This is an optimization exercise on Yosys and OpenROAD, whose aim is small area, a short achievable clock period and few clock cycles per item, not a production implementation.
Where RTL was checked, it was by simulation tests only, not by an equivalence proof against the original.
No functional check of the RTL was part of run 1.

## flow/design.v (module list and top-level ports; edited modules follow where they fit)
// module booth_enc: 17 lines
// module modmul: 1110 lines
// module bfly_add1: 9 lines
// module bfly_red: 10 lines
// module g1_rom: 7 lines
// module ntt_core: 188 lines
module ntt_core #(
    parameter WIDTH = 24
)(
    input  wire          clk,
    input  wire          rst_n,
    input  wire          start,
    output reg           done,
    output reg  [7:0]    ram_addr_a,
    output reg           ram_we_a,
    output reg  [WIDTH-1:0] ram_wdata_a,
    input  wire [WIDTH-1:0] ram_rdata_a,
    output reg  [7:0]    ram_addr_b,
    output reg           ram_we_b,
    output reg  [WIDTH-1:0] ram_wdata_b,
    input  wire [WIDTH-1:0] ram_rdata_b
);
  // ...
==> flow/flow/run.sh <==
#!/bin/bash
# Layout flow: the standard ORFS flow (standard synthesis unchanged), with the
# setup repair aiming for more slack than the 10 ns clock needs, so that the
# resizer works on the design's real critical paths.
set -euo pipefail
MARGIN=$(cat flow/margin.txt)
bash standard.sh SETUP_SLACK_MARGIN=$MARGIN finish > standard.log 2>&1
==> flow/flow/margin.txt <==
6.8
==> flow/standard.sh <==
#!/bin/bash
# synth_recipe.tcl (not shown) runs the flow's synth.tcl, then flattens the netlist and writes it again
# the make line also repeats each setting of config.mk as NAME=value (left out here)
make -C /OpenROAD-flow-scripts/flow DESIGN_CONFIG=/design/flow/config.mk WORK_HOME=/design/flow/orfs CLKGATE_MAP_FILE= SYNTH_SCRIPT=/design/flow/synth_recipe.tcl "${@:-finish}"
==> flow/config.mk <==
export PLATFORM = sky130hd
export DESIGN_NAME = ntt_core
export DESIGN_NICKNAME = ntt_core
export VERILOG_FILES = /design/flow/design.v
export SDC_FILE = /design/flow/constraint.sdc
export NUM_CORES = 8
export LEC_CHECK = 0
export CAP_MARGIN = 20
export CORE_MARGIN = 2
export CORE_UTILIZATION = 40
export SLEW_MARGIN = 20
==> flow/constraint.sdc <==
create_clock -name core_clock -period 10.0 [get_ports {clk}]
set_input_delay 2.0000 -clock core_clock [delete_from_list [all_inputs] [get_ports {clk}]]
set_output_delay 2.0000 -clock core_clock [all_outputs]
set_load 0.01 [all_outputs]
==> flow_summary.toml, run 1 <==
[outcome]
outcome = "finished clean"

[floorplan]
die-area_um2 = 116000
pin_count = 118
core_um2 = 113000
die_h_um = 341

[placed_design]
gp_congestion = 1.06
io_buffers = 113
hpwl_um = 122000

[timing]
tightest_slew_ps = 1030
slew_viol_final = 0
finClkSkew_ps = 55.2
fin_crit_ps = 4080
setup_ws_ps = 5920
fin_setup_tns_ps = 0

[grt]
antenna_found_initial = 9
use_met3 = 0.0678

[min_path]
min_to = "U1[7]"
hp-start = "U2[7]"

[routing]
viasPerCell = 6.11
wl_met1_um = 70600

[cells_and_area]
layout-drive-gt1-share = 0.173
fin_nets = 5925
final_common_cell = "dfxtp_1"
bufAreaShareNonClock = 0.0674
clkCellAreaFrac = 0.0461
reg_top3 = "u_mul.p x46, u_mul.t1 x34"
seq-cell-share = 0.236
clkbuf_count = 101
area.sequential_um2 = 12700

[cts]
cts-root-buf = "clkbuf_16"
clk_latency_ps = 640
cts-resized-gates = 577

[setup_path]
crit_fanout = 3
cp-startpoint = "u_mul.t1[0]"
crit_chain = "ha_4, inv_2, fa_2, nor2b_2, o21ai_2, a21boi_2, o21ai_2, a21oi_2, o2111ai_4, nand3b_1, a21oi_2, xnor2_2, ha_1, a21o_1, a21oi_2, o21ai_2, a21oi_2, nor2b_1, o21a_1, o31a_1, o21bai_4, xor2_1"
rr_startpoint = "u_mul.t1[0]"
worstPathRequired_ps = 10570

[synthesis]
synth_top_family_by_area = "compound AO/OA/AOI/OAI gates"
async_flop_share = 0.144
post-synth-top-count-cell = "dfxtp_1"
synth_area_um2 = 45500

[run]
maxCapViolations = 0
==> module bfly_add1, before the edit <==
module bfly_add1 (
    input  wire [22:0] u,
    input  wire [24:0] x,
    output wire [24:0] s,
    output wire [24:0] d
);
    assign s = {2'd0, u} + x;
    assign d = {2'd0, u} - x;
endmodule
==> module ntt_core, before the edit <==
module ntt_core #(
    parameter WIDTH = 24
)(
    input  wire          clk,
    input  wire          rst_n,
    input  wire          start,
    output reg           done,
    output reg  [7:0]    ram_addr_a,
    output reg           ram_we_a,
    output reg  [WIDTH-1:0] ram_wdata_a,
    input  wire [WIDTH-1:0] ram_rdata_a,
    output reg  [7:0]    ram_addr_b,
    output reg           ram_we_b,
    output reg  [WIDTH-1:0] ram_wdata_b,
    input  wire [WIDTH-1:0] ram_rdata_b
);
    localparam [10:0] CC_LAST = 11'd1037;    
    reg        run;       
    reg        prm;       
    reg [10:0] cc;        
    reg [2:0]  pj;        
    reg [3:0]  pd;        
    reg [1:0]  pm;        
    wire idle = !run && !prm;
    function [7:0] pos;
        input [7:0] g;
        input [1:0] e;
        begin
            case (g[7:6])
                2'd0: pos = {e, g[5:0]};
                2'd1: pos = {g[5:4], e, g[3:0]};
                2'd2: pos = {g[5:2], e, g[1:0]};
                default: pos = {g[5:0], e};
            endcase
        end
    endfunction
    function [3:0] brv4;
        input [3:0] x;
        brv4 = {x[0], x[1], x[2], x[3]};
    endfunction
    wire [10:0] cn   = cc + 11'd1;
    wire [8:0]  kn   = cn[10:2];
    wire [8:0]  kw1  = kn - 9'd3;               
    wire [8:0]  kw2  = kn - 9'd4;               
    wire        rd_n = run && (kn[8] == 1'b0) && (cn[0] == 1'b0);
    wire        w1_n = run && (cn[1:0] == 2'd3) && (kn >= 9'd3) && (kw1[8] == 1'b0);
    wire        w2_n = run && (cn[1:0] == 2'd1) && (kn >= 9'd4) && (kw2[8] == 1'b0);
    wire [2:0]  pj_n   = (pj == 3'd5) ? 3'd0 : pj + 3'd1;
    wire        pf_end = (pj == 3'd5);
    wire        plast  = pf_end && (pd == 4'd8) && (pm == 2'd1);
    wire [3:0]  pd_n   = (pf_end && ((pd != 4'd8 && pm == 2'd3))) ? pd + 4'd1 : pd;
    wire [1:0]  pm_n   = pf_end ? ((pm == 2'd3 || (pd == 4'd8 && pm == 2'd1)) ? 2'd0 : pm + 2'd1) : pm;
    wire        sec_n  = pj_n[0];
    wire [3:0]  xa_n   = {pm_n, sec_n, 1'b0};
    wire [3:0]  xb_n   = {pm_n, sec_n, 1'b1};
    wire [3:0]  ya_n   = xa_n + pd_n;
    wire [3:0]  yb_n   = xb_n + pd_n;
    wire        useb_n = (pj_n[2:1] == 2'd1);     
    wire [7:0]  pa_n   = useb_n ? {ya_n, brv4(xa_n)} : {xa_n, brv4(ya_n)};
    wire [7:0]  pb_n   = useb_n ? {yb_n, brv4(xb_n)} : {xb_n, brv4(yb_n)};
    wire        pwe_n  = (pj_n >= 3'd2);
    reg  [22:0] V;                  
    reg  [22:0] H;                  
    reg  [24:0] SA, DA;             
    reg  [22:0] U1, U2, U3, U4, U5; 
    reg  [7:0]  tidx;               
    reg  [22:0] Z;                  
    reg  [11:0] Wn, W1, W2;         
    wire [24:0] T;                  
    wire [24:0] SA_n, DA_n;
    wire [22:0] S_n, D_n;
    wire [22:0] z_rom;
    wire [11:0] zn, z1, z2;
    wire [1:0]  ph = cc[1:0];
    wire [22:0] S  = ram_wdata_a[22:0];    
    wire [22:0] D  = ram_wdata_b[22:0];
    wire [10:0] ci  = cc + 11'd3;
    wire [7:0]  gk  = ci[9:2];
    wire [7:0]  gz1 = (ci[1:0] == 2'd2) ? gk : gk - 8'd1;    
    wire [7:0]  gz2 = gk - 8'd2;                             
    reg  [7:0]  tidx_n;
    always @(*) begin
        if (!run) begin
            tidx_n = 8'd1;
        end else if (ci[0] == 1'b0) begin
            case (gz1[7:6])
                2'd0: tidx_n = 8'd1;
                2'd1: tidx_n = {6'b000001, gz1[5:4]};
                2'd2: tidx_n = {4'b0001, gz1[5:2]};
                default: tidx_n = {2'b01, gz1[5:0]};
            endcase
        end else begin
            case (gz2[7:6])
                2'd0: tidx_n = {7'b0000001, ci[1]};
                2'd1: tidx_n = {5'b00001, gz2[5:4], ci[1]};
                2'd2: tidx_n = {3'b001, gz2[5:2], ci[1]};
                default: tidx_n = {1'b1, gz2[5:0], ci[1]};
            endcase
        end
    end
    g1_rom u_rom (.k(tidx), .z(z_rom));
    booth_enc u_enc (.b(Z), .bn(zn), .b1(z1), .b2(z2));
    modmul u_mul (.clk(clk), .a(V), .bn(Wn), .b1(W1), .b2(W2), .r(T));
    bfly_add1 u_as1 (.u(U1), .x(T), .s(SA_n), .d(DA_n));
    bfly_red  u_rs  (.a(SA), .r(S_n));
    bfly_red  u_rd  (.a(DA), .r(D_n));
    always @(posedge clk) begin
        tidx <= tidx_n;
        Z    <= z_rom;
        Wn   <= zn;
        W1   <= z1;
        W2   <= z2;
        SA   <= SA_n;
        DA   <= DA_n;
        if (ph == 2'd0) H <= D;
        case (ph)
            2'd1, 2'd3: V <= ram_rdata_b[22:0];
            2'd0:       V <= S;
            default:    V <= H;
        endcase
        U1 <= U2;
        U2 <= U3;
        U3 <= (ph == 2'd2) ? S : U4;
        U4 <= U5;
        U5 <= (ph == 2'd2) ? D : ram_rdata_a[22:0];
    end
    always @(posedge clk or negedge rst_n) begin
        if (!rst_n) begin
            run <= 1'b0; prm <= 1'b0; done <= 1'b0;
            cc <= 11'd0; pj <= 3'd0; pd <= 4'd1; pm <= 2'd0;
            ram_we_a <= 1'b0; ram_we_b <= 1'b0;
            ram_addr_a <= 8'd64; ram_addr_b <= 8'd192;
            ram_wdata_a <= {WIDTH{1'b0}}; ram_wdata_b <= {WIDTH{1'b0}};
        end else begin
            done <= 1'b0;
            if (prm) begin
                ram_wdata_a <= {1'b0, ram_rdata_a[22:0]};
                ram_wdata_b <= {1'b0, ram_rdata_b[22:0]};
            end else begin
                ram_wdata_a <= {1'b0, S_n};
                ram_wdata_b <= {1'b0, D_n};
            end
            if (idle) begin
                ram_we_a <= 1'b0; ram_we_b <= 1'b0;
                cc <= 11'd0;
                if (start) begin
                    run <= 1'b1;
                    cc <= 11'd1;
                end
            end else if (run) begin
                cc <= cn;
                if (cc == CC_LAST) begin
                    run <= 1'b0; prm <= 1'b1;
                    cc <= 11'd0;
                    pj <= 3'd0; pd <= 4'd1; pm <= 2'd0;
                    ram_we_a <= 1'b0; ram_we_b <= 1'b0;
                    ram_addr_a <= {4'd0, brv4(4'd1)};
                    ram_addr_b <= {4'd1, brv4(4'd2)};
                end else if (rd_n) begin
                    ram_we_a <= 1'b0; ram_we_b <= 1'b0;
                    ram_addr_a <= pos(kn[7:0], cn[1] ? 2'd0 : 2'd1);
                    ram_addr_b <= pos(kn[7:0], cn[1] ? 2'd2 : 2'd3);
                end else if (w1_n) begin
                    ram_we_a <= 1'b1; ram_we_b <= 1'b1;
                    ram_addr_a <= pos(kw1[7:0], 2'd0);
                    ram_addr_b <= pos(kw1[7:0], 2'd1);
                end else if (w2_n) begin
                    ram_we_a <= 1'b1; ram_we_b <= 1'b1;
                    ram_addr_a <= pos(kw2[7:0], 2'd2);
                    ram_addr_b <= pos(kw2[7:0], 2'd3);
                end else begin
                    ram_we_a <= 1'b0; ram_we_b <= 1'b0;
                end
            end else begin
                pj <= pj_n; pd <= pd_n; pm <= pm_n;
                if (plast) begin
                    prm <= 1'b0;
                    done <= 1'b1;
                    ram_we_a <= 1'b0; ram_we_b <= 1'b0;
                    ram_addr_a <= 8'd64; ram_addr_b <= 8'd192;
                end else begin
                    ram_we_a <= pwe_n; ram_we_b <= pwe_n;
                    ram_addr_a <= pa_n; ram_addr_b <= pb_n;
                end
            end
        end
    end
endmodule
==> run 2, diff against run 1 <==
--- a/flow/design.v
+++ b/flow/design.v
@@ -17,17 +17,17 @@
     endgenerate
 endmodule
 module modmul (
     input  wire        clk,
     input  wire [22:0] a,
     input  wire [11:0] bn,
     input  wire [11:0] b1,
     input  wire [11:0] b2,
-    output reg  [24:0] r
+    output reg  [23:0] r
 );
     localparam [24:0] Q = 25'd8380417;
     reg c0;
     reg c1;
     reg c2;
     reg c3;
     reg c4;
     reg c5;
@@ -1113,33 +1113,50 @@
         c127 <= w274;
         c128 <= w297;
         c129 <= w298;
     end
     wire [45:0] ps = {w824, w822, w820, w818, w816, w814, w812, w810, w808, w806, w804, w802, w800, w798, w796, w794, w792, w790, w788, w786, w784, w782, w780, w778, w776, w774, w772, w770, w768, w766, w764, w762, w760, w758, w756, w754, w752, w750, w748, w746, w744, w742, w740, w739, c2, c0};
     wire [45:0] pc = {w825, w823, w821, w819, w817, w815, w813, w811, w809, w807, w805, w803, w801, w799, w797, w795, w793, w791, w789, w787, w785, w783, w781, w779, w777, w775, w773, w771, w769, w767, w765, w763, w761, w759, w757, w755, w753, w751, w749, w747, w745, w743, w741, c5, 1'b0, c1};
     reg  [45:0] p;
     reg  [33:0] t1;
-    wire [33:0] t1_n = {1'b0, p[45:13]} + {9'd0, Q} + {21'd0, p[12:0]} - {11'd0, p[12:0], 10'd0};
-    wire [24:0] x0 = {4'd0, t1[33:13]} + {12'd0, t1[12:0]} - {2'd0, t1[12:0], 10'd0};
+    wire [33:0] r1a = {1'b0, p[45:13]};
+    wire [33:0] r1b = {21'd0, p[12:0]};
+    wire [33:0] r1c = {11'd0, ~p[12:0], 10'd0};
+    wire [33:0] sm1 = r1a ^ r1b ^ r1c;
+    wire [33:0] cy1 = (r1a & r1b) | (r1a & r1c) | (r1b & r1c);
+    wire [23:0] r2a = {3'd0, t1[33:13]};
+    wire [23:0] r2b = {11'd0, t1[12:0]};
+    wire [23:0] r2c = {1'b0, ~t1[12:0], 10'd0};
+    wire [23:0] sm2 = r2a ^ r2b ^ r2c;
+    wire [23:0] cy2 = (r2a & r2b) | (r2a & r2c) | (r2b & r2c);
     always @(posedge clk) begin
         p  <= ps + pc;
-        t1 <= t1_n;
-        r  <= x0;
+        t1 <= sm1 + {cy1[32:0], 1'b0};
+        r  <= sm2 + {cy2[22:0], 1'b0};
     end
 endmodule
 `timescale 1ns / 1ps
 module bfly_add1 (
     input  wire [22:0] u,
-    input  wire [24:0] x,
-    output wire [24:0] s,
-    output wire [24:0] d
+    input  wire [23:0] x,      
+    output wire [24:0] s,      
+    output wire [24:0] d       
 );
-    assign s = {2'd0, u} + x;
-    assign d = {2'd0, u} - x;
+    localparam [24:0] KS = -25'd1055743;        
+    localparam [24:0] KD = 25'd1055744;         
+    wire [24:0] uu = {2'd0, u};
+    wire [24:0] xs = {1'b0, x};
+    wire [24:0] xd = ~{1'b0, x};
+    wire [24:0] ss = uu ^ xs ^ KS;
+    wire [24:0] sc = (uu & xs) | (uu & KS) | (xs & KS);
+    wire [24:0] ds = uu ^ xd ^ KD;
+    wire [24:0] dc = (uu & xd) | (uu & KD) | (xd & KD);
+    assign s = ss + {sc[23:0], 1'b0};
+    assign d = ds + {dc[23:0], 1'b0};
 endmodule
 module bfly_red (
     input  wire [24:0] a,      
     output wire [22:0] r       
 );
     wire        neg = a[24];
     wire        ge  = ~neg & (a[23] | ((&a[22:13]) & (|a[12:0])));    
     wire [22:0] ap  = a[22:0] - 23'd8191;                                
@@ -1218,17 +1235,17 @@
     wire        pwe_n  = (pj_n >= 3'd2);
     reg  [22:0] V;                  
     reg  [22:0] H;                  
     reg  [24:0] SA, DA;             
     reg  [22:0] U1, U2, U3, U4, U5; 
     reg  [7:0]  tidx;               
     reg  [22:0] Z;                  
     reg  [11:0] Wn, W1, W2;         
-    wire [24:0] T;                  
+    wire [23:0] T;                  
     wire [24:0] SA_n, DA_n;
     wire [22:0] S_n, D_n;
     wire [22:0] z_rom;
     wire [11:0] zn, z1, z2;
     wire [1:0]  ph = cc[1:0];
     wire [22:0] S  = ram_wdata_a[22:0];    
     wire [22:0] D  = ram_wdata_b[22:0];
     wire [10:0] ci  = cc + 11'd3;
==> flow/flow/margin.txt (replaced) <==
6.2
==> run 2 against run 1 <==
- still clean
- register-to-register slack gained 150 ps
- wire length shrank 7.6%
- critical path depth shrank 12
- clock skew grew 1.6 ps
- sequential share of layout area grew 1.4 points
- non-clock buffer count shrank 145
- cell count shrank 3.6%
- largest cell class unchanged
==> flow_summary.toml, run 2 <==
[outcome]
outcome = "finished clean"

[synthesis]
synth_cells = 5204
synth_area_um2 = 44900
yosys_warnings = 2
syn_area_per_cell_um2 = 8.62
ys.flop_type = "dfxtp_1"
yosysSeqAreaShare = 0.281
ys_types = 94
ys_seq_elements = 596
async_flop_share = 0.144
yosys-top-cells-count = "487 x dfxtp_1, 414 x nand2_1, 397 x inv_1"
post-synth-top-count-cell = "dfxtp_1"
yosys-top-cells-area = "dfxtp_1 22%, fa_1 10%, ha_1 8.5%, xnor2_1 7.6%, a22oi_1 4.8%"
yosys.area.top_type_share = 0.217
synth_edf_count = 23
synth_top_area_cell = "dfxtp_1"

[cts]
cts-root-buf = "clkbuf_16"
clk_latency_ps = 640
postCtsHoldBufs = 0
cts.sinks = 596
clockBufferDepth = 3
cts_tree = "built"
path_clk_slew_ps = 60
cts_made_buffers = 70
htreeDepth = 3

[setup_path]
cp-startpoint = "tidx[1]"
critPathMaxStageDelay_ps = 690
crit_fanout = 22
cpMostUsedCell = "o21ai_0"
crit_chain = "inv_1, buf_4, ha_1, inv_1, nor2_2, nor3_1, o311ai_0, o21ai_0, o21ai_0, o21ai_0"
end_kind = "register"
crit_family = "compound AO/OA/AOI/OAI gates"
r2r_slack_ps = 6070
cp.arrival_ps = 4370
rr_startpoint = "tidx[1]"
worstPathBufferInverterCount = 3
crit_cells = 10
crit_type = "reg -> reg"
worstPathRequired_ps = 10440
crit_end = "Z[13]"
worstRegToRegCells = 10
r2r_end = "Z[13]"
slowest_stage = "ha_1"
cp-start-kind = "register"

[routing]
drc = 0
drtIter0Drc = 4626
wire_per_inst_um = 24.6
wl_met2_um = 73200
top_layer = "met5"
vias = 40200
wl_met3_um = 15200
wl_met1_um = 68100
first_pass_iters = 7
viasPerCell = 5.99
drt_wl_total_um = 165000
ant_nets = 0

[timing]
slew_viol_final = 0
tightest_slew_ps = 1220
max_freq_mhz = 255
rsz0062_at_grt = "yes"
post-route-period-util = 0.393
setup_viol = 0
fin_setup_tns_ps = 0
fin_crit_ps = 3930
setup_ws_ps = 6070
finClkSkew_ps = 56.8
hold_violations = 0
max-slew-margin-rel = 0.184

[placed_design]
hpwl_um = 116000
place_inst = 6531
pre_cts_slack_ps = 4510
io_buffers = 113
dpl_cell_area_um2 = 47200
gp_congestion = 1.03

[floorplan]
num_rows = 122
initial_core_util = 0.404
pin_count = 118
die_h_um = 339
core_um2 = 111000
die-area_um2 = 115000
die_x_um = 339

[cells_and_area]
final_cells = 6708
final_area_um2 = 50600
area_growth_pct = 12.8
top_register = "u_mul.p"
layout_common_cells = "471 x dfxtp_1, 410 x nand2_1, 393 x inv_1, 384 x xnor2_1, 381 x o21ai_0"
layout-drive-gt1-share = 0.0909
fin_nets = 5738
reg_top3 = "u_mul.p x46, u_mul.t1 x34, SA x25"
largest_reg_flops = 46
final_common_cell = "dfxtp_1"

[grt]
grt_pass1_vias = 38700
track_usage = 0.277
overflow = 0
antenna_found_initial = 10
grt_pass1_wl_um = 245000
grt_max_degree = 122

[min_path]
min_path_type = "reg -> reg"

[run]
maxCapViolations = 0
run 2: cell types whose count changed after synthesis, moves of 12 or more:
cell | before | now
a21o_1 | 70 | 50
a31oi_1 | 60 | 83
nand3_1 | 115 | 80
buf_1 | 45 | 60
clkbuf_1 | 328 | 289
nand2_1 | 390 | 414
ha_1 | 254 | 305
nor3_1 | 87 | 75
o21ai_0 | 406 | 392
run 2: worst min path at each step:
stage                     cells after the start    from  endpoint  slack [ps]
after floorplan                               0   U2[0]     U1[0]         310
after global placement                        0   U5[9]     U4[9]         310
after detailed placement                      0  U5[13]    U4[13]         310
after CTS                                     0  U2[14]    U1[14]         310
after global routing                          0  U2[14]    U1[14]         330
final                                         0  U5[19]    U4[19]         310
run 2: timing repair:
| action | CTS | global route |
|---|---|---|
| pin swaps | 10 | 13 |
| setup buffers | 14 | 26 |
| cloned | 2 | 0 |
| endpoints found under the setup margin | 72 | 78 |
| resized for setup | 60 | 73 |
run 2: worst reg2reg max path, delay by kind of cell (launching register included):
| kind | cells | cell delay, ps |
|---|---|---|
| compound gates | 4 | 1450 |
| buf+inv | 3 | 720 |
| fa+ha+maj | 1 | 710 |
| simple gates | 2 | 570 |
| flops | 1 | 310 |
run 2: cell families after synthesis:
kind of cell,synth area share
and+or+nand+nor,0.117
DFF,0.281
other,0.0000836
xor gates and xnor gates,0.0957
AOI/OAI and AO/OA,0.227
buffers and inverters,0.0662
muxes,0.0276
adders and majority gates,0.186
run 2: area by class of cell:
class                   count  area [um2]
repair buffers            252        2310
multi-input cells        3831       29700
diodes                      7        17.5
inverters                 406        1540
well taps                1488        1860
flip-flops and latches    596       12600
clock buffers              99        2050
fillers                 10800       60400
clock inverters            29         415
run 2: layer usage:
| layer | vias to the layer above | track usage |
|---|---|---|
| met5 | - | 0 |
| met1 | 19400 | 0.367 |
| met4 | 6 | 0.131 |
| met2 | 2121 | 0.429 |
| li1 | 18200 | - |
| met3 | 469 | 0.0592 |
run 2: metrics by stage:
step / hold WS (ps) / util
floorplan: 310 / -
global placement: 310 / 0.425
detailed placement: 312 / 0.426
CTS: 315 / 0.451
global route: 326 / 0.456
finish: 314 / 0.456
Testbench counts of run 2, summed over its fixed seeds: cycles 29,240, transforms 24.
==> run 3, diff against run 2 <==
==> flow/flow/margin.txt (replaced) <==
6.5
==> run 3 against run 2 <==
- worst setup slack improved by 330 ps
- die area unchanged
- non-clock buffer count grew 76
- flip-flop and latch count unchanged
==> flow_summary.toml, run 3 <==
[outcome]
outcome = "finished clean"

[timing]
fin_crit_ps = 3590
max-slew-margin-rel = 0.312
tightest_slew_ps = 1030
setup_viol = 0
slew_viol_final = 0
fin_setup_tns_ps = 0
post-route-period-util = 0.359
rsz0062_at_grt = "yes"
hold_violations = 0
max_freq_mhz = 278
finClkSkew_ps = 32.1

[routing]
viasPerCell = 6.05
drt_wl_total_um = 171000
vias = 41000
ant_nets = 0
first_pass_iters = 6
drtIter0Drc = 4189
drc = 0
wire_per_inst_um = 25.2

[floorplan]
die-area_um2 = 115000
pin_count = 118
initial_core_util = 0.404
die_h_um = 339
die_x_um = 339
num_rows = 122
core_um2 = 111000

[cts]
cts.sinks = 596
path_clk_slew_ps = 60
clockBufferDepth = 3
clk_latency_ps = 630
cts_made_buffers = 70
cts-root-buf = "clkbuf_16"
cts_tree = "built"
htreeDepth = 3

[cells_and_area]
largest_reg_flops = 46
reg_top3 = "u_mul.p x46, u_mul.t1 x34, SA x25"
area_growth_pct = 15.3
layout_common_cells = "468 x dfxtp_1, 400 x nand2_1, 387 x inv_1, 381 x xnor2_1, 374 x o21ai_0"
final_area_um2 = 51700
fin_nets = 5814
final_common_cell = "dfxtp_1"
final_cells = 6780
layout-drive-gt1-share = 0.126
top_register = "u_mul.p"

[synthesis]
ys_seq_elements = 596
synthAdderAreaFrac = 0.186
async_flop_share = 0.144
syn_area_per_cell_um2 = 8.62
synth_top_family_by_area = "compound AO/OA/AOI/OAI gates"
yosys-top-cells-area = "dfxtp_1 22%, fa_1 10%, ha_1 8.5%, xnor2_1 7.6%, a22oi_1 4.8%"
post-synth-top-count-cell = "dfxtp_1"
synthMuxAreaShare = 0.0276
yosys.area.top_type_share = 0.217
synth_xor_area_frac = 0.0957
synth_edf_count = 23
yosysSeqAreaShare = 0.281
synth_area_um2 = 44900
synth_cells = 5204
synth-simple-area-share = 0.117
synth_compound_area_frac = 0.227
yosys_warnings = 2
ys_types = 94
yosys-top-cells-count = "487 x dfxtp_1, 414 x nand2_1, 397 x inv_1"
synth_top_area_cell = "dfxtp_1"
ys.flop_type = "dfxtp_1"

[placed_design]
gp_congestion = 1.01
io_buffers = 113
place_inst = 6544
hpwl_um = 120000
dpl_cell_area_um2 = 47300

[grt]
grt_pass1_wl_um = 253000
grt_pass1_vias = 39600
track_usage = 0.287
antenna_found_initial = 7
overflow = 0
grt_max_degree = 89

[setup_path]
worstPathRequired_ps = 10430
crit_fanout = 83
worstPathBufferInverterCount = 3
crit_type = "reg -> reg"
critPathMaxStageDelay_ps = 700
crit_family = "compound AO/OA/AOI/OAI gates"
crit_chain = "buf_16, inv_2, buf_8, nor2_1, o31ai_1, mux4_2, o21ai_0, o21ai_2"
end_kind = "register"
worstRegToRegCells = 8
r2r_slack_ps = 6410
crit_cells = 8
r2r_end = "Z[3]"
rr_startpoint = "tidx[2]"
cp-start-kind = "register"
slowest_stage = "nor2_1"
cp.arrival_ps = 4020

[min_path]
whs_path_depth = 0
min_path_type = "reg -> reg"
hp-start = "U2[19]"
min_to = "U1[19]"

[run]
maxCapViolations = 0
## run 3: cell counts after synthesis
No cell type changed its count.
## run 3: kinds of logic after synthesis
family,Yosys count
DFF,596
adders and majority gates,533
and+or+nand+nor,1135
other,1
buffers and inverters,779
muxes,92
xor gates and xnor gates,490
AOI/OAI and AO/OA,1578
## run 3: worst max path at each step
stage                          start       endpoint
after floorplan           u_mul.r[1]         DA[23]
after global placement         cc[0]  ram_addr_a[7]
after detailed placement       cc[0]  ram_addr_a[7]
after CTS                 u_mul.r[1]         DA[17]
after global routing         tidx[0]           Z[9]
final                        tidx[2]           Z[3]
## run 3: per-layer routing
metal | track usage | vias up | wire length (um)
met1 | 0.376 | 20000 | 69800
li1 | - | 18400 | -
met3 | 0.0611 | 508 | 15500
met5 | 0 | - | 25
met4 | 0.141 | 4 | 9340
met2 | 0.447 | 2078 | 75900
## run 3: timing repair
action	in CTS	in global routing
setup buffers	60	41
endpoints found under the setup margin	195	97
gates resized for setup	242	152
pin swaps	30	61
hold buffers	0	0
cloned	2	2
hold endpoints to repair	0	0
## run 3: cell type report
cell class,instances,area (um2)
Fill cell,10900,59300
Multi-Input combinational cell,3831,30500
Sequential cell,596,12700
Timing Repair Buffer,328,2860
Clock buffer,87,1880
Tap cell,1488,1860
Inverter,406,1560
Clock inverter,41,390
Antenna cell,3,7.51
## run 3: through the flow
step / utilization / setup slack (ps) / hold WS, ps
finish: 0.466 / 6410 / 323
global route: 0.466 / 6330 / 330
CTS: 0.457 / 6460 / 324
detailed placement: 0.426 / 4600 / 312
global placement: 0.426 / 4680 / 310
floorplan: - / 6490 / 310
==> module g1_rom, before the edit <==
module g1_rom (
    input  wire [7:0]  k,
    output wire [22:0] z
);
    localparam [5887:0] TAB = 5888'hc8bf504f1d6d824bd6cd5588338b98f90394729edfc62a5a382eb15dc7ad370d9f4b3dab1eb1753410b783b73e9e9207012f7460cdb0ccf863b60d1348e23cf0289a75c876c807a2c97160bdf381282940020ef5b5a14769ca8744850b2162c4481a628efb623f33d60edc11aa63fbf8833cb363539e28234e85cd1d06377c3bae64a453f53cfbcf711a8211f3404112d82d8c94fc5a2f58c3e580339c9497d8e5c56ec8c1f1e191178763e114b452e3d825a730c1d99b6646fe6deaad2f919ce37d67843406a0cd1e651c8283ada36765b7a966b8138caed2dc3be1edf7a258c225a9cf0615e888d57a010bc1713c8e5853c8b6c2d7ba674863b69ffc6ffccbc935d0498c0b2c54c95d083f52edb3fbc2ce0165f60b116ee85e9e57a052566e94d7fe1780c99e363dc8810fbc39df7d775c145f9ffbf983dfcd0aa1262f3cc425fa8658314e87b838c463f19238d89dc7eb25393c0b960acc762f230568bc5433c1b2cfe21ca1161dd9265e7f5a692b9dadc144380a3808fbb38bbf71243dec199fc7a23640f9b875bfd8cb35ff296595673271401f2877378590a80192df2742f87b8e0f1502887d6fe3351c123981ff3d6b01b099bd3de064d81dded8002b4e1422f482a45004162d2870773364e98a5ac1e2c45d73023575027f066ccf42fbb80bda9aa29775ab48209393c5f852a7641fc67ad33d9cc944d7d980fc491119b25ff1d4b277be86bff08e37af15adbe13397fc9a161265944595da9a65c3841c23ec199b5029c4a977b61a1d8fadf898e815b5acc450d4fa606b7b0258fd18f9f1e314a8b46c82d5919a067d1313e69c3560596c98b9b2d21f56f2ea1500d810fa62f55314ac3a21d74f6d745ccf75d3c8138d60f97c15ed73f99a8951ffaecb298aaebe731fb5525df7e89665c19e47e6469851883f65369b812f99cc24f99fd5d5dfc677e17dbedec05d01b4150925a652e2bba89ab69a3696b8ea02ffa497824d54292aa64f9701cf2befa167de42f7f07af383abed07148fe8a00fff8;
    assign z = TAB[k*23 +: 23];
endmodule
==> run 4, diff against run 3 <==
--- a/flow/design.v
+++ b/flow/design.v
@@ -1166,9 +1166,13 @@
 `timescale 1ns / 1ps
 module g1_rom (
-    input  wire [7:0]  k,
+    input  wire [7:0]  k,       
+    input  wire [7:0]  kn,      
     output wire [22:0] z
 );
-    localparam [5887:0] TAB = 5888'hc8bf504f1d6d824bd6cd5588338b98f90394729edfc62a5a382eb15dc7ad370d9f4b3dab1eb1753410b783b73e9e9207012f7460cdb0ccf863b60d1348e23cf0289a75c876c807a2c97160bdf381282940020ef5b5a14769ca8744850b2162c4481a628efb623f33d60edc11aa63fbf8833cb363539e28234e85cd1d06377c3bae64a453f53cfbcf711a8211f3404112d82d8c94fc5a2f58c3e580339c9497d8e5c56ec8c1f1e191178763e114b452e3d825a730c1d99b6646fe6deaad2f919ce37d67843406a0cd1e651c8283ada36765b7a966b8138caed2dc3be1edf7a258c225a9cf0615e888d57a010bc1713c8e5853c8b6c2d7ba674863b69ffc6ffccbc935d0498c0b2c54c95d083f52edb3fbc2ce0165f60b116ee85e9e57a052566e94d7fe1780c99e363dc8810fbc39df7d775c145f9ffbf983dfcd0aa1262f3cc425fa8658314e87b838c463f19238d89dc7eb25393c0b960acc762f230568bc5433c1b2cfe21ca1161dd9265e7f5a692b9dadc144380a3808fbb38bbf71243dec199fc7a23640f9b875bfd8cb35ff296595673271401f2877378590a80192df2742f87b8e0f1502887d6fe3351c123981ff3d6b01b099bd3de064d81dded8002b4e1422f482a45004162d2870773364e98a5ac1e2c45d73023575027f066ccf42fbb80bda9aa29775ab48209393c5f852a7641fc67ad33d9cc944d7d980fc491119b25ff1d4b277be86bff08e37af15adbe13397fc9a161265944595da9a65c3841c23ec199b5029c4a977b61a1d8fadf898e815b5acc450d4fa606b7b0258fd18f9f1e314a8b46c82d5919a067d1313e69c3560596c98b9b2d21f56f2ea1500d810fa62f55314ac3a21d74f6d745ccf75d3c8138d60f97c15ed73f99a8951ffaecb298aaebe731fb5525df7e89665c19e47e6469851883f65369b812f99cc24f99fd5d5dfc677e17dbedec05d01b4150925a652e2bba89ab69a3696b8ea02ffa497824d54292aa64f9701cf2befa167de42f7f07af383abed07148fe8a00fff8;
-    assign z = TAB[k*23 +: 23];
+    localparam [3071:0] TABL = 3072'hfa875b97a558c5c40e53d62ac177716e14b38f54d0f07e9e380d1861963b89a8f31348763d1c58e702940776853954850b12061df3f30766a97f1cb39cf8d39a3377d7314f9f711a8f90445b1fc5ac66009298e5764c782f0e11297096183b66f36b4b39c678035479905da32db9ae195dc3f6f963b5361546a042e275855b6ee90c7ffce65d7418154c841bb6785165588a17af45666bfe03c6c881e1cf5d28bfbfefea84e795fac181ee88c9234eec94817acc791a2f678cfe508764cfe92b6e0e0211f8bb921066f440f9adf2cd52c673a001dcb211923a1ee32a07d69a88e6e7a1b0e9e936bdb2b4117a9182c8709b2296c58730ba8c19e8580bd51d6a412c5f53bf1967b944cc024464bd4bdf4fc2f5edbecbf858b285da2e170833329cbbd876bf181566253ed6f58f7cfc528d959133e4f96ac6c9d96d5b42a81017a52b43a6d767bf20ac1c159fc2545d98aa398549fd15c13f36147ec9b8cce3e6bab677edf01768225a71526a46d8eafd20935254f9e79e85c8507a1d51c5d14ff8;
+    localparam [2815:0] TABH = 2816'hc8a4f1826cd8338f9475fc5a2b17ad59fdab1750b3739212f4cdcf860c8e302f5cc80c94bd9280035b4768740b2c4662b623d7c123f83363428285d06c3a4a753cf7821406d8494a2e3e73997dc56c1d917634b43da7359946feab91b7d4340ce5183a677a9413ed2be17a0224f0e897a3c148e3c82d674b696ffc9049b2c95df533fce0f616ee9e052e95e1499bdc0fbdf75c79f982d0a62c428654e838bf18d87eb93960763054541b221d61e65da69db442383b3f71dedfc364b87d8dff595271f2b78280df2f860f288fe3c101feb099be041d800e15481002d2772e9ac1c5d23427eccfbbda89774839385241fad1ccd7cfc519ff12766bce315a133c99264599a7843ec3504a9618fa98eb5a50e60302d191e28b02d9a11329c0598b921f2e80dfa75303a74f45d5d138f97ed79a9ffb29ebffb5df1669e44698853612ec25fd5fce16ded01d09653bab6996b02e979542a6700bee7df7ff39ed08f80f;
+    wire [7:0] kh = ~kn;
+    assign z[11:0]  = TABL[k*12 +: 12];
+    assign z[22:12] = TABH[kh*11 +: 11];
 endmodule
 `timescale 1ns / 1ps
@@ -1192,5 +1196,5 @@
     reg        run;       
     reg        prm;       
-    reg [10:0] cc;        
+    reg [10:0] cn;        
     reg [2:0]  pj;        
     reg [3:0]  pd;        
@@ -1213,5 +1217,4 @@
         brv4 = {x[0], x[1], x[2], x[3]};
     endfunction
-    wire [10:0] cn   = cc + 11'd1;
     wire [8:0]  kn   = cn[10:2];
     wire [8:0]  kw1  = kn - 9'd3;               
@@ -1239,4 +1242,5 @@
     reg  [22:0] U1, U2, U3, U4, U5; 
     reg  [7:0]  tidx;               
+    reg  [7:0]  tidxn;              
     reg  [22:0] Z;                  
     reg  [11:0] Wn, W1, W2;         
@@ -1246,8 +1250,8 @@
     wire [22:0] z_rom;
     wire [11:0] zn, z1, z2;
-    wire [1:0]  ph = cc[1:0];
+    wire [1:0]  ph = cn[1:0] - 2'd1;     
     wire [22:0] S  = ram_wdata_a[22:0];    
     wire [22:0] D  = ram_wdata_b[22:0];
-    wire [10:0] ci  = cc + 11'd3;
+    wire [10:0] ci  = cn + 11'd2;
     wire [7:0]  gk  = ci[9:2];
     wire [7:0]  gz1 = (ci[1:0] == 2'd2) ? gk : gk - 8'd1;    
@@ -1273,5 +1277,5 @@
         end
     end
-    g1_rom u_rom (.k(tidx), .z(z_rom));
+    g1_rom u_rom (.k(tidx), .kn(tidxn), .z(z_rom));
     booth_enc u_enc (.b(Z), .bn(zn), .b1(z1), .b2(z2));
     modmul u_mul (.clk(clk), .a(V), .bn(Wn), .b1(W1), .b2(W2), .r(T));
@@ -1281,4 +1285,5 @@
     always @(posedge clk) begin
         tidx <= tidx_n;
+        tidxn <= ~tidx_n;
         Z    <= z_rom;
         Wn   <= zn;
@@ -1302,5 +1307,5 @@
         if (!rst_n) begin
             run <= 1'b0; prm <= 1'b0; done <= 1'b0;
-            cc <= 11'd0; pj <= 3'd0; pd <= 4'd1; pm <= 2'd0;
+            cn <= 11'd1; pj <= 3'd0; pd <= 4'd1; pm <= 2'd0;
             ram_we_a <= 1'b0; ram_we_b <= 1'b0;
             ram_addr_a <= 8'd64; ram_addr_b <= 8'd192;
@@ -1317,14 +1322,14 @@
             if (idle) begin
                 ram_we_a <= 1'b0; ram_we_b <= 1'b0;
-                cc <= 11'd0;
+                cn <= 11'd1;
                 if (start) begin
                     run <= 1'b1;
-                    cc <= 11'd1;
+                    cn <= 11'd2;
                 end
             end else if (run) begin
-                cc <= cn;
-                if (cc == CC_LAST) begin
+                cn <= cn + 11'd1;
+                if (cn == CC_LAST + 11'd1) begin
                     run <= 1'b0; prm <= 1'b1;
-                    cc <= 11'd0;
+                    cn <= 11'd1;
                     pj <= 3'd0; pd <= 4'd1; pm <= 2'd0;
                     ram_we_a <= 1'b0; ram_we_b <= 1'b0;
--- a/flow/config.mk
+++ b/flow/config.mk
@@ -8,4 +8,4 @@
 export CAP_MARGIN = 20
 export CORE_MARGIN = 2
-export CORE_UTILIZATION = 40
+export CORE_UTILIZATION = 55
 export SLEW_MARGIN = 20
==> run 4 against run 3 <==
- clock skew down 4.7 ps
- wire length down 9.8%
- critical endpoint unchanged
- synthesized cell count rose by 2.9%
- worst setup slack better by 100 ps
- design area is 1.8% lower
- sequential share of layout area rose by 0.70 points
- global-route usage grew 6.0 points
- first-iteration DRC count increased by 14%
- clock-buffer cell count up 5
- hold slack got worse by 14 ps
==> flow_summary.toml, run 4 <==
[outcome]
outcome = "finished clean"

[cts]
cts-root-buf = "clkbuf_16"
cts_made_buffers = 69
path_clk_slew_ps = 60
clk_latency_ps = 640
cts.sinks = 604
htreeDepth = 3
postCtsHoldBufs = 0
clockBufferDepth = 3
cts_tree = "built"

[synthesis]
async_flop_share = 0.142
yosys-top-cells-area = "dfxtp_1 21%, fa_1 9.7%, ha_1 8.8%, xnor2_1 7.2%, a22oi_1 4.7%"
yosys_warnings = 2
synth_edf_count = 23
ys_seq_elements = 604
ys_types = 102
syn_area_per_cell_um2 = 8.65
synth_top_area_cell = "dfxtp_1"
post-synth-top-count-cell = "dfxtp_1"
synth_cells = 5353
yosysSeqAreaShare = 0.276
yosys-top-cells-count = "495 x dfxtp_1, 417 x nand2_1, 395 x inv_1"
synth_area_um2 = 46300
ys.flop_type = "dfxtp_1"
yosys.area.top_type_share = 0.214

[grt]
grt_pass1_vias = 38600
grt_pass1_wl_um = 231000
overflow = 0
track_usage = 0.346
grt_max_degree = 94
antenna_found_initial = 4

[setup_path]
slowest_stage = "ha_1"
r2r_slack_ps = 6510
crit_type = "reg -> reg"
rr_startpoint = "tidx[1]"
r2r_end = "Z[3]"
cp.arrival_ps = 3970
crit_chain = "buf_4, ha_1, nand2_1, nand2_1, a21oi_1, mux4_2, mux2i_1, a21oi_1"
cp-start-kind = "register"
end_kind = "register"
critPathMaxStageDelay_ps = 720
crit_fanout = 20
worstRegToRegCells = 8
worstPathRequired_ps = 10480

[timing]
max-slew-margin-rel = 0.290
fin_crit_ps = 3490
setup_ws_ps = 6510
holdWs_ps = 310
max_freq_mhz = 286
rsz0062_at_grt = "yes"
finClkSkew_ps = 27.4
setup_viol = 0
tightest_slew_ps = 1060
post-route-period-util = 0.349
hold_violations = 0
slew_viol_final = 0
fin_setup_tns_ps = 0

[routing]
ant_nets = 0
drt_wl_total_um = 154000
wire_per_inst_um = 24.1
viasPerCell = 6.42
first_pass_iters = 8
drc = 0
vias = 41000
drtIter0Drc = 4761

[cells_and_area]
area_growth_pct = 9.69
final_cells = 6390
top_register = "u_mul.p"
final_area_um2 = 50800
layout-drive-gt1-share = 0.0840
final_common_cell = "dfxtp_1"
largest_reg_flops = 46
fin_nets = 5853
fin_util = 0.608
layout_common_cells = "482 x dfxtp_1, 414 x nand2_1, 394 x inv_1, 379 x xnor2_1, 362 x a21oi_1"
reg_top3 = "u_mul.p x46, u_mul.t1 x34, DA x25"
fillCellCount = 7461

[run]
maxCapViolations = 0

[min_path]
min_to = "U4[5]"
hp-start = "U5[5]"
min_path_type = "reg -> reg"
whs_path_depth = 0

[floorplan]
die_x_um = 294
initial_core_util = 0.554
die-area_um2 = 86500
die_h_um = 294
num_rows = 106
core_um2 = 83600
pin_count = 118

[placed_design]
gp_congestion = 1.02
dpl_cell_area_um2 = 48000
hpwl_um = 107000
pre_cts_slack_ps = 5770
io_buffers = 113
place_inst = 6239
run 4: cell types whose count changed in the layout (fill, tap and decap cells not counted), moves of 21 or more:
cell / delta
buf_4: -77
ha_1: +34
nand3_1: +43
nor2_1: -30
nor3_1: +31
a21oi_1: +53
a211oi_1: +21
o21ai_0: -28
run 4: area by class of cell:
class,count,area (um2),share of cell area
Multi-Input combinational cell,3941,30700,0.605
Sequential cell,604,12800,0.252
Clock buffer,92,2020,0.0397
Timing Repair Buffer,226,1930,0.0379
Inverter,410,1550,0.0306
Tap cell,1080,1350,0.0266
Clock inverter,35,422,0.00830
Antenna cell,2,5.00,0.0000985
run 4: worst max-delay path by stage:
stage,slack [ps],end,cells after the start,start
4_1_cts,6450,Z[5],10,tidx[1]
3_3_place_gp,5760,Z[5],10,tidx[0]
2_1_floorplan,6550,u_mul.c78,9,Wn[7]
5_1_grt,6440,ram_addr_b[6],10,cn[5]
3_5_place_dp,5770,Z[5],10,tidx[0]
6_report,6510,Z[3],8,tidx[1]
run 4: timing repair:
action / CTS / global route
endpoints found under the hold margin: 0 / 0
setup buffers: 9 / 13
gates cloned: 0 / 0
setup endpoints to repair: 133 / 56
pin swaps: 2 / 4
resized for setup: 91 / 45
run 4: logic make-up after synthesis:
group | synth area share
muxes | 0.0312
adders and majority gates | 0.186
other | 0.0000810
DFF | 0.276
xor gates and xnor gates | 0.0915
buffers and inverters | 0.0664
AOI/OAI and AO/OA | 0.230
and+or+nand+nor | 0.120
run 4: worst max-delay path, delay by kind of cell (launching register included):
kind / cells / cell delay [ps]
muxes: 2 / 910
and+or+nand+nor: 2 / 740
adders and majority gates: 1 / 720
DFF: 1 / 370
buffers and inverters: 1 / 370
AOI/OAI and AO/OA: 2 / 220
run 4: routing by layer:
| metal | track usage | wire, um |
|---|---|---|
| met5 | 0 | 13 |
| met4 | 0.147 | 7070 |
| met2 | 0.536 | 68200 |
| met1 | 0.471 | 63600 |
| met3 | 0.0699 | 15000 |
Testbench counts of run 4, summed over its fixed seeds: cycles 29,240, transforms 24.
==> run 5, diff against run 4 <==
--- a/flow/config.mk
+++ b/flow/config.mk
@@ -6,6 +6,7 @@
 export NUM_CORES = 8
 export LEC_CHECK = 0
+export ABC_AREA = 1
 export CAP_MARGIN = 20
 export CORE_MARGIN = 2
-export CORE_UTILIZATION = 55
+export CORE_UTILIZATION = 40
 export SLEW_MARGIN = 20
==> run 5 against run 4 <==
- register-to-register slack lost 70 ps
- critical path type unchanged
- critical endpoint is now Z[9]
- highest routed layer unchanged
==> flow_summary.toml, run 5 <==
[routing]
first_pass_iters = 7
wl_met2_um = 81500
wl_met3_um = 16600
wl_met1_um = 76700
viasPerCell = 5.74
vias = 45600
drtIter0Drc = 5118
wire_per_inst_um = 23.3
drc = 0
top_layer = "met5"
drt_wl_total_um = 185000
ant_nets = 0

[synthesis]
async_flop_share = 0.142
synth_edf_count = 23
ys.flop_type = "dfxtp_1"
yosys-top-cells-area = "dfxtp_1 21%, nand2_1 9.8%, fa_1 9.6%, ha_1 8.7%, xor2_1 7.1%"
post-synth-top-count-cell = "nand2_1"
yosys-top-cells-count = "1222 x nand2_1, 795 x inv_1, 495 x dfxtp_1"
synth_area_um2 = 46900
synth_top_area_cell = "dfxtp_1"
synth_cells = 6309
yosysSeqAreaShare = 0.272
yosys_warnings = 2
ys_seq_elements = 604
syn_area_per_cell_um2 = 7.43
yosys.area.top_type_share = 0.211
ys_types = 69

[cts]
cts_tree = "built"
htreeDepth = 3
clk_latency_ps = 640
cts.sinks = 604
cts_made_buffers = 70
path_clk_slew_ps = 60
clockBufferDepth = 3
postCtsHoldBufs = 0
cts-root-buf = "clkbuf_16"

[setup_path]
crit_type = "reg -> reg"
crit_fanout = 13
cp.arrival_ps = 4030
cp-start-kind = "register"
worstPathRequired_ps = 10480
end_kind = "register"

[placed_design]
gp_congestion = 0.996
dpl_cell_area_um2 = 49200
io_buffers = 113
hpwl_um = 135000

[timing]
hold_violations = 0
max_freq_mhz = 281
rsz0062_at_grt = "yes"
fin_setup_tns_ps = 0
tightest_slew_ps = 972
fin_crit_ps = 3560
post-route-period-util = 0.356
finClkSkew_ps = 30.9
max-slew-margin-rel = 0.351
setup_viol = 0
holdWs_ps = 318
slew_viol_final = 0

[run]
maxCapViolations = 0

[grt]
overflow = 0
antenna_found_initial = 7
grt_max_degree = 80
grt_pass1_wl_um = 275000
grt_pass1_vias = 43600
track_usage = 0.298

[cells_and_area]
area_growth_pct = 11.5
final_common_cell = "nand2_1"
reg_top3 = "u_mul.p x46, u_mul.t1 x34, DA x25"
largest_reg_flops = 46
layout-drive-gt1-share = 0.0688
top_register = "u_mul.p"
fin_nets = 6959
final_area_um2 = 52300
layout_common_cells = "1222 x nand2_1, 769 x inv_1, 482 x nand3_1, 474 x dfxtp_1, 462 x nor2_1"

[floorplan]
die_h_um = 346
core_um2 = 116000
initial_core_util = 0.403
pin_count = 118
num_rows = 125
die_x_um = 346
die-area_um2 = 120000

[outcome]
outcome = "finished clean"

[min_path]
min_path_type = "reg -> reg"
-- run 5: worst paths after layout --
kind	start	endpoint	slack [ps]	depth (start not counted)
max reg2reg	tidx[0]	Z[9]	6440	10
min in group asynchronous	rst_n	ram_addr_b[5]	1310	1
max in group asynchronous	rst_n	ram_wdata_a[4]	7380	2
min	U2[22]	U1[22]	320	0
min reg2reg	U2[22]	U1[22]	320	0
max	tidx[0]	Z[9]	6440	10
-- run 5: cell families after synthesis --
family	Yosys count	synth area share
other	1	0.0000800
DFF	604	0.272
buffers and inverters	1113	0.0921
and+or+nand+nor	2377	0.215
xor gates and xnor gates	422	0.0790
adders and majority gates	552	0.183
muxes	6	0.00144
AOI/OAI and AO/OA	1234	0.157
-- run 5: cell type report --
cell class	instances	area, um2
flip-flops and latches	604	12800
multi-input cells	4593	29800
fillers	11900	63900
clock buffers	97	1990
repair inverters	23	128
diodes	4	10.0
clock inverters	30	335
inverters	827	3210
repair buffers	239	2060
well taps	1524	1910
-- run 5: what timing repair did --
action | in CTS | in global routing
setup endpoints to repair | 124 | 30
pin swaps | 0 | 1
gates resized for setup | 113 | 35
buffers inserted | 29 | 33
cloned | 12 | 11
-- run 5: layer usage --
metal / global-route usage / vias up
li1: - / 21000
met1: 0.398 / 21600
met2: 0.468 / 2421
met3: 0.0548 / 584
met4: 0.138 / 6
met5: 0 / -
-- run 5: worst max-delay path, cell delays in order (launching register included) --
cell     delay, ps
dfxtp_2        580
inv_1          400
ha_1           390
nand2_1        350
inv_1          190
o21ai_0        180
nand2_1        240
o21ai_0        230
o21ai_0        110
o21ai_0        510
o21ai_0        200
-- run 5: through the flow --
stage / setup slack (ps) / instances / util
final: 6440 / 7941 / 0.450
after CTS: 6430 / 7893 / 0.446
after floorplan: 6660 / 6310 / -
after detailed placement: 5880 / 7725 / 0.424
after global routing: 6430 / 7937 / 0.450
after global placement: 5950 / 7724 / 0.423
==> run 6, diff against run 5 <==
==> flow/flow/margin.txt (replaced) <==
6.4
--- a/flow/config.mk
+++ b/flow/config.mk
@@ -6,5 +6,4 @@
 export NUM_CORES = 8
 export LEC_CHECK = 0
-export ABC_AREA = 1
 export CAP_MARGIN = 20
 export CORE_MARGIN = 2
==> run 6 against run 5 <==
- register-to-register slack worse by 140 ps
- clock skew down 5.1 ps
- sequential share of layout area up 0.50 points
- critical path depth unchanged
- synthesized cell count down 15%
- non-clock buffer count down 19
- flip-flop and latch count unchanged
- core utilization down 0.31 points
- design area down 2.0%
- critical path type unchanged
- largest cell class unchanged
- highest routed layer unchanged
==> flow_summary.toml, run 6 <==
[setup_path]
crit_type = "reg -> reg"
end_kind = "register"
r2r_slack_ps = 6300
crit_fanout = 18
worstPathRequired_ps = 10490
rr_startpoint = "tidx[0]"
cp-start-kind = "register"
r2r_end = "Z[4]"
cp.arrival_ps = 4190
worstRegToRegCells = 10

[synthesis]
synth_top_area_cell = "dfxtp_1"
async_flop_share = 0.142
yosysSeqAreaShare = 0.276
synth_edf_count = 23
ys_types = 102
synth_area_um2 = 46300
ys_seq_elements = 604
yosys.area.top_type_share = 0.214
post-synth-top-count-cell = "dfxtp_1"
yosys-top-cells-count = "495 x dfxtp_1, 417 x nand2_1, 395 x inv_1"
yosys-top-cells-area = "dfxtp_1 21%, fa_1 9.7%, ha_1 8.8%, xnor2_1 7.2%, a22oi_1 4.7%"
synth_cells = 5353
yosys_warnings = 2
syn_area_per_cell_um2 = 8.65
ys.flop_type = "dfxtp_1"

[timing]
finClkSkew_ps = 25.9
post-route-period-util = 0.370
fin_crit_ps = 3700
tightest_slew_ps = 902
max_freq_mhz = 270
slew_viol_final = 0
hold_violations = 0
fin_setup_tns_ps = 0
setup_viol = 0
rsz0062_at_grt = "yes"
max-slew-margin-rel = 0.391

[grt]
grt_pass1_vias = 39300
grt_pass1_wl_um = 242000
track_usage = 0.262
grt_max_degree = 103
overflow = 0
antenna_found_initial = 8

[outcome]
outcome = "finished clean"

[min_path]
whs_path_depth = 0
min_path_type = "reg -> reg"
min_to = "U4[16]"
hp-start = "U5[16]"

[cells_and_area]
fillCellCount = 11200
top_register = "u_mul.p"
reg_top3 = "u_mul.p x46, u_mul.t1 x34, DA x25"
layout_common_cells = "475 x dfxtp_1, 416 x nand2_1, 394 x inv_1, 379 x xnor2_1, 363 x a21oi_1"
layout-drive-gt1-share = 0.0821
final_common_cell = "dfxtp_1"
final_area_um2 = 51200
largest_reg_flops = 46
final_cells = 6817
fin_nets = 5849
area_growth_pct = 10.6

[floorplan]
die_h_um = 344
pin_count = 118
die-area_um2 = 119000
die_x_um = 344
initial_core_util = 0.404
num_rows = 124
core_um2 = 115000

[placed_design]
gp_congestion = 0.982
dpl_cell_area_um2 = 48500
io_buffers = 113
hpwl_um = 111000
place_inst = 6664

[routing]
viasPerCell = 6.00
drtIter0Drc = 4316
ant_nets = 0
drc = 0
drt_wl_total_um = 159000
vias = 40900
first_pass_iters = 6
wire_per_inst_um = 23.3

[cts]
path_clk_slew_ps = 60
clk_latency_ps = 630
cts_tree = "built"
cts-root-buf = "clkbuf_16"
cts.sinks = 604
clockBufferDepth = 3
cts_made_buffers = 71
htreeDepth = 3

[run]
maxCapViolations = 0
[run 6: cell types whose count changed in the layout (fill, tap and decap cells not counted), sizes merged, moves of 249 or more]
cell / previous run / this run
a22oi: 27 / 291
inv: 803 / 406
nand2: 1243 / 417
nand3: 487 / 123
nor2: 488 / 239
o22ai: 292 / 35
xnor2: 44 / 384
xor2: 378 / 95
[run 6: kinds of logic (layout without fill, tap and decap cells)]
kind of cell	after synthesis	in the layout	share of synthesized area
compound gates	1632	1632	0.230
xor+xnor	479	479	0.0915
fa+ha+maj	552	552	0.186
buf+inv	809	756	0.0664
flops	604	604	0.276
mux	106	106	0.0312
other cells	1	6	0.0000810
simple gates	1170	1170	0.120
[run 6: final cells by class]
| type | count | area [um2] | area share |
|---|---|---|---|
| Antenna cell | 4 | 10.0 | 0.000195 |
| Multi-Input combinational cell | 3941 | 30700 | 0.599 |
| Inverter | 410 | 1550 | 0.0302 |
| Clock inverter | 32 | 349 | 0.00681 |
| Timing Repair Buffer | 220 | 1940 | 0.0379 |
| Sequential cell | 604 | 12800 | 0.250 |
| Clock buffer | 94 | 2020 | 0.0394 |
| Tap cell | 1512 | 1890 | 0.0369 |
[run 6: critical path, stage by stage, from the launching register on]
cell	delay [ps]
dfxtp_1	300
buf_4	290
clkinv_2	350
ha_4	440
nor2b_1	170
buf_4	220
a21oi_1	720
a32oi_1	280
mux4_2	580
nand2_1	100
o31ai_1	70
[run 6: routing by layer]
metal,wire (um),GRT usage,vias to the layer above,share of wire
met1,67100,0.358,19800,0.42
met2,70900,0.407,1976,0.45
met4,8220,0.128,2,0.052
met3,12500,0.0380,468,0.079
li1,-,-,18700,-
met5,13,0,-,0.000082
[run 6: worst max-delay path by stage]
stage | cells past startpoint | to | start | slack [ps]
finish | 10 | Z[4] | tidx[0] | 6300
global route | 9 | Z[5] | tidx[3] | 6250
CTS | 10 | ram_addr_b[6] | cn[5] | 6380
detailed placement | 9 | ram_addr_b[7] | cn[5] | 5610
global placement | 9 | ram_addr_b[7] | cn[5] | 5610
floorplan | 9 | u_mul.c78 | Wn[7] | 6550
[run 6: metrics by stage]
stage | util | setup slack, ps | hold slack (ps)
global placement | 0.423 | 5610 | 310
global route | 0.447 | 6250 | 331
detailed placement | 0.423 | 5610 | 312
floorplan | - | 6550 | 310
finish | 0.447 | 6300 | 325
CTS | 0.445 | 6380 | 326
[run 6: timing repair]
| action | CTS | global route |
|---|---|---|
| hold buffers | 0 | 0 |
| buffers inserted | 12 | 11 |
| gates resized for setup | 69 | 44 |
| endpoints found under the setup margin | 133 | 69 |
| pin swaps | 2 | 3 |
==> run 7, diff against run 6 <==
==> flow/flow/margin.txt (replaced) <==
6.5
==> run 7 against run 6 <==
- die area did not move
- via count barely moved
- design area rose by 0.33%
- global-route usage barely moved
- core utilization up 0.15 points
==> flow_summary.toml, run 7 <==
[outcome]
outcome = "finished clean"

[timing]
max_freq_mhz = 287
setup_ws_ps = 6520
finClkSkew_ps = 28.0
post-route-period-util = 0.348
slew_viol_final = 0
fin_setup_tns_ps = 0
setup_viol = 0
tightest_slew_ps = 932
rsz0062_at_grt = "yes"
hold_violations = 0
max-slew-margin-rel = 0.378
fin_crit_ps = 3480

[cts]
htreeDepth = 3
cts.sinks = 604
cts_tree = "built"
cts_made_buffers = 71
clk_latency_ps = 630
path_clk_slew_ps = 60
cts-root-buf = "clkbuf_16"
clockBufferDepth = 3

[placed_design]
pre_cts_slack_ps = 5610
io_buffers = 113
hpwl_um = 111000
gp_congestion = 0.982

[synthesis]
ys_seq_elements = 604
yosys_warnings = 2
synth_edf_count = 23
yosys.area.top_type_share = 0.214
synth-simple-area-share = 0.120
synth_cells = 5353
ys_types = 102
synth_top_family_by_area = "compound AO/OA/AOI/OAI gates"
async_flop_share = 0.142
ys.flop_type = "dfxtp_1"
synth_xor_area_frac = 0.0915
synth_compound_area_frac = 0.230
yosys-top-cells-area = "dfxtp_1 21%, fa_1 9.7%, ha_1 8.8%, xnor2_1 7.2%, a22oi_1 4.7%"
syn_area_per_cell_um2 = 8.65
post-synth-top-count-cell = "dfxtp_1"
yosys-top-cells-count = "495 x dfxtp_1, 417 x nand2_1, 395 x inv_1"
synthAdderAreaFrac = 0.186
synth_top_area_cell = "dfxtp_1"
yosysSeqAreaShare = 0.276
synthMuxAreaShare = 0.0312
synth_area_um2 = 46300

[floorplan]
die-area_um2 = 119000
core_um2 = 115000
die_x_um = 344
num_rows = 124
die_h_um = 344
pin_count = 118
initial_core_util = 0.404

[setup_path]
cp.arrival_ps = 4040
critPathMaxStageDelay_ps = 650
r2r_end = "Z[7]"
crit_cells = 10
cp-start-kind = "register"
r2r_slack_ps = 6520
crit_chain = "buf_4, clkinv_1, buf_4, ha_2, nand2b_1, o21ai_1, o22ai_1, o21ai_0, o21ai_0, a21oi_1"
rr_startpoint = "tidx[1]"
end_kind = "register"
slowest_stage = "o21ai_1"
crit_family = "compound AO/OA/AOI/OAI gates"
crit_fanout = 21
worstRegToRegCells = 10
worstPathRequired_ps = 10550
crit_type = "reg -> reg"
crit_end = "Z[7]"
cp-startpoint = "tidx[1]"
worstPathBufferInverterCount = 3

[routing]
vias = 40900
top_layer = "met5"
wl_met1_um = 67500
drc = 0
viasPerCell = 6.00
ant_nets = 0
wl_met3_um = 12200
drt_wl_total_um = 159000
wire_per_inst_um = 23.3
first_pass_iters = 6
drtIter0Drc = 4328
wl_met2_um = 71000

[grt]
track_usage = 0.263
overflow = 0
grt_max_degree = 103
grt_pass1_vias = 39400
antenna_found_initial = 8
grt_pass1_wl_um = 242000

[cells_and_area]
area.sequential_um2 = 12800
reg_top3 = "u_mul.p x46, u_mul.t1 x34, DA x25"
top_register = "u_mul.p"
layout-drive-gt1-share = 0.0869
multiInputGateArea_um2 = 30800
fin_nets = 5851
layout_common_cells = "475 x dfxtp_1, 414 x nand2_1, 394 x inv_1, 378 x xnor2_1, 361 x a21oi_1"
largest_reg_flops = 46
final_common_cell = "dfxtp_1"
fillCellCount = 11200
area_growth_pct = 11.0

[run]
maxCapViolations = 0

[min_path]
min_path_type = "reg -> reg"
run 7: cell count changes in the layout (fill, tap and decap cells not counted), moves of 3 or more:
cell,change
clkdlybuf4s50_1,-22
dlymetal6s2s_1,-5
ha_1,-3
dlygate4sd2_1,+27
run 7: worst min-delay path by stage:
stage / cells past startpoint / end / startpoint / slack, ps
3_5_place_dp: 0 / U2[5] / U3[5] / 310
6_report: 0 / U4[18] / U5[18] / 330
3_3_place_gp: 0 / U4[4] / U5[4] / 310
2_1_floorplan: 0 / U1[0] / U2[0] / 310
4_1_cts: 0 / U2[5] / U3[5] / 330
5_1_grt: 0 / U4[11] / U5[11] / 330
run 7: logic make-up (layout without fill, tap and decap cells):
kind of cell | Yosys count | in the layout
xor gates and xnor gates | 479 | 479
and+or+nand+nor | 1170 | 1170
muxes | 106 | 106
adders and majority gates | 552 | 552
buffers and inverters | 809 | 758
other | 1 | 7
AOI/OAI and AO/OA | 1632 | 1632
DFF | 604 | 604
run 7: metal layers:
metal	GRT usage	vias up
li1	-	18700
met3	0.0380	458
met2	0.408	1974
met4	0.127	2
met1	0.358	19700
met5	0	-
run 7: worst reg2reg max path: stages (launching register included):
cell and delay [ps]:
dfxtp_1 290, buf_4 240, clkinv_1 90, buf_4 290
ha_2 570, nand2b_1 340, o21ai_1 650, o22ai_1 150
o21ai_0 410, o21ai_0 200, a21oi_1 180
run 7: final cells by class:
type                            instances  share of cell area
Clock inverter                         32             0.00679
Tap cell                             1512              0.0368
Inverter                              410              0.0302
Timing Repair Buffer                  222              0.0375
Antenna cell                            5            0.000243
Sequential cell                       604               0.249
Multi-Input combinational cell       3941               0.600
Clock buffer                           94              0.0392
run 7: repair_timing:
item	in CTS	in global routing
pin swaps	3	8
gates cloned	0	0
hold endpoints to repair	0	0
hold buffers	0	0
setup endpoints to repair	170	65
gates resized for setup	107	70
setup buffers	17	8
run 7: metrics by stage:
step                      cells  area (um2)  hold slack [ps]  utilization
after floorplan            5354       46300              310            -
after global placement     6664       48500              310        0.423
after detailed placement   6664       48500              312        0.423
after CTS                  6807       51000              326        0.445
after global routing       6819       51400              331        0.448
final                      6820       51400              325        0.448

[afterwards: timing with drivers on the ports]
The results above use ideal ports. As a check the final layouts listed here were re-extracted and re-timed, cells and wires unchanged. Step 1 assumes that a clkbuf_16 drives the clock port and a buf_2 every other input. Step 2 also shifts input and output timing later by t, the mid clock arrival at the registers, as if the neighbouring blocks saw the same clock. a / b / c = ideal ports / drivers / drivers and shift; a / b = the first two.
run | shift t [ns] | setup slack, ns | worst setup path at the end | worst data-port slew with drivers (ns) | cell pins on the clock port's net
run 1 | 0.681 | 5.922 / 5.922 / 5.922 | register to register | 0.12 | 1
run 2 | 0.683 | 6.073 / 6.073 / 6.073 | register to register | 0.11 | 1
run 3 | 0.682 | 6.407 / 6.407 / 6.407 | register to register | 0.10 | 1
run 4 | 0.684 | 6.509 / 6.509 / 6.509 | register to register | 0.09 | 1
run 5 | 0.695 | 6.444 / 6.444 / 6.444 | register to register | 0.16 | 1
run 6 | 0.681 | 6.300 / 6.300 / 6.300 | register to register | 0.09 | 1
run 7 | 0.687 | 6.516 / 6.499 / 6.516 | register to register | 0.09 | 1
After both steps setup and hold are still met in every run listed.
